Source: an optimization exercise on an open RTL-to-GDS flow (aim: small area). Production flows keep margins and buffers that such runs may drop. Only simulation tests tie the RTL to the original design; equivalence was not proved.

==> flow/design.v (excerpt) <==
module FFT_top (
input	wire 			clk,reset_n,
input	wire			start,
input	wire 	[15:0]	s_in,
output	wire 			s2p_en,
output	wire[15:0]		X_0_re,X_1_re,
						X_4_re,X_5_re,
						X_0_im,X_1_im,
						X_4_im,X_5_im,
						X_2_re,X_3_re,
						X_6_re,X_7_re,
						X_2_im,X_3_im,
						X_6_im,X_7_im
);
reg       toggle, en, primed;
reg [2:0] p;                  
always @(posedge clk, negedge reset_n) begin
  if (!reset_n) begin
    toggle <= 1'b0; en <= 1'b0; p <= 3'd0; primed <= 1'b0;
  end else begin
    if (start) toggle <= ~toggle;
    en <= toggle & ~start;
    if (en) p <= p + 3'd1;
    if (en && p == 3'd7) primed <= 1'b1;
  end
end
assign s2p_en = en;
wire p0 = (p == 3'd0), p1 = (p == 3'd1), p2 = (p == 3'd2), p3 = (p == 3'd3);
wire p4 = (p == 3'd4), p5 = (p == 3'd5), p6 = (p == 3'd6), p7 = (p == 3'd7);
wire       en_n = toggle & ~start;            
wire [2:0] p_n  = en ? p + 3'd1 : p;          
wire       n0 = en_n & (p_n == 3'd0), n1 = en_n & (p_n == 3'd1);
wire       n2 = en_n & (p_n == 3'd2), n6 = en_n & (p_n == 3'd6);
reg        q0, q1, q2, q6, nq0, kC, kR1, kR2;
always @(posedge clk) begin
  q0 <= n0; q1 <= n1; q2 <= n2; q6 <= n6;
  nq0 <= ~n0;
  kC  <= ~(n1 | n2);
  kR1 <= ~(n0 | n1);
  kR2 <= ~(n6 | n0 | n1);
end
reg [15:0] d1, d2;             
always @(posedge clk) if (en) begin d1 <= s_in; d2 <= d1; end
reg [15:0] X0a, ABa, A2p;
  ...
==> flow/config.mk <==
export PLATFORM = sky130hd
export DESIGN_NAME = FFT_top
export DESIGN_NICKNAME = FFT_top
export VERILOG_FILES = /design/flow/design.v
export SDC_FILE = /design/flow/constraint.sdc
export NUM_CORES = 4
export LEC_CHECK = 0
export CAP_MARGIN = 20
export CORE_MARGIN = 2
export CORE_UTILIZATION = 70
export CTS_BUF_LIST = sky130_fd_sc_hd__clkbuf_16
export CTS_CLUSTER_DIAMETER = 120
export CTS_CLUSTER_SIZE = 28
export SLEW_MARGIN = 20
==> flow/constraint.sdc <==
create_clock -name core_clock -period 12.0 [get_ports {clk}]
set_input_delay 2.4000 -clock core_clock [delete_from_list [all_inputs] [get_ports {clk}]]
set_output_delay 2.4000 -clock core_clock [all_outputs]
set_load 0.01 [all_outputs]
standard.sh (not shown) runs the stock make flow with config.mk's settings and CLKGATE_MAP_FILE= SYNTH_SCRIPT=/design/flow/synth_recipe.tcl, a recipe that flattens the netlist after the stock synthesis.
==> flow/flow/run.sh <==
#!/bin/bash
# Standard layout, except that the port buffers the standard flow's flow adds are the
# smallest buffer (buf_1) instead of the default choice, and one tie cell
# drives the constant outputs.
set -euo pipefail
bash standard.sh "BUFFER_PORTS_ARGS=-buffer_cell sky130_fd_sc_hd__buf_1" SKIP_REPAIR_TIE_FANOUT=1 finish > standard_flow.log 2>&1
The baseline finished clean.
Rerun with:
==> flow/flow/run.sh (replaced) <==
#!/bin/bash
# The standard layout (standard.sh), with three changes:
#  - synthesis is the standard flow's own (synth_recipe.tcl, sourced by area_synth.tcl),
#    except that ABC maps the logic with its area-oriented mapper
#    (abc_amap.script) instead of ORFS's speed script; flip-flop mapping and
#    names are untouched;
#  - the port buffers are the smallest buffer (buf_1);
#  - one tie cell drives the constant outputs.
# Each tool's full output goes to standard_flow.log and ORFS's own logs.
set -euo pipefail
export AREA_SYNTH_DIR="$PWD"
bash standard.sh "SYNTH_SCRIPT=$PWD/flow/area_synth.tcl" \
  "BUFFER_PORTS_ARGS=-buffer_cell sky130_fd_sc_hd__buf_1" \
  SKIP_REPAIR_TIE_FANOUT=1 finish > standard_flow.log 2>&1
==> flow/flow/abc_amap.script (new file) <==
strash
dch
amap
==> flow/flow/area_synth.tcl (new file) <==
# The standard flow's synthesis (synth_recipe.tcl in the work folder), with ABC's
# technology mapping run with flow/abc_amap.script in place of ORFS's script.
proc abc {args} {
  set i [lsearch -exact $args -script]
  if {$i >= 0} {
    lset args [expr {$i + 1}] $::env(AREA_SYNTH_DIR)/flow/abc_amap.script
  }
  yosys abc {*}$args
}
source $::env(AREA_SYNTH_DIR)/synth_recipe.tcl
CTS_CLUSTER_DIAMETER = 100   (was 120)
CTS_CLUSTER_SIZE = 25   (was 28)
Effect: Wire length shrinks by 0.46%; non-clock buffer count increases by 7; utilization grows by 1.9 points; global-route usage rose by 1.2 points; via count went up by 4.5%; setup slack loses 0.088 ns; worst hold slack degrades by 0.016 ns.
Rerun with:
==> flow/flow/run.sh (replaced) <==
#!/bin/bash
# Standard layout, except that the port buffers the standard flow's flow adds are the
# smallest buffer (buf_1) instead of the default choice, and one tie cell
# drives the constant outputs.
set -euo pipefail
bash standard.sh "BUFFER_PORTS_ARGS=-buffer_cell sky130_fd_sc_hd__buf_1" SKIP_REPAIR_TIE_FANOUT=1 finish > standard_flow.log 2>&1
CORE_UTILIZATION = 80   (was 70)
removed: flow/flow/abc_amap.script
removed: flow/flow/area_synth.tcl
Result: The changed run completed with no timing, DRC or antenna violations. Area after synthesis rose by a few percent. Setup slack gets better by 0.011 ns. Die area fell by roughly a tenth. Sequential share of layout area fell by 0.34 points. Wire length rose by a little under a tenth.

==> re-timing with driven ports <==
The results above use ideal ports. As a check the final layouts listed here were re-extracted and re-timed, cells and wires unchanged.
Step 1 assumes that a clkbuf_16 drives the clock port and a buf_2 every other input.
Step 2 adds t to the input delays and takes it off the output delays; t is the mean of the earliest and latest rising clock arrival at the registers after step 1. Input paths then give back, and output paths get back, about the clock's delay inside the block.
a / b / c = ideal / step 1 / step 2; a / b = the first two.
| run | t (ns) | slack for setup (ns) | hold slack, ns | latest minus earliest clock arrival (ns) | pins driven straight from the clock port |
|---|---|---|---|---|---|
| the first run | 0.540 | 0.781 / 0.781 / 0.781 | 0.463 / 0.463 / 0.463 | 0.025 / 0.025 | 1 |
| the second run | 0.551 | 0.693 / 0.693 / 0.693 | 0.447 / 0.447 / 0.447 | 0.025 / 0.025 | 1 |
| the third run | 0.540 | 0.704 / 0.704 / 0.704 | 0.463 / 0.463 / 0.463 | 0.017 / 0.016 | 1 |
After both steps every run listed still meets setup and hold.
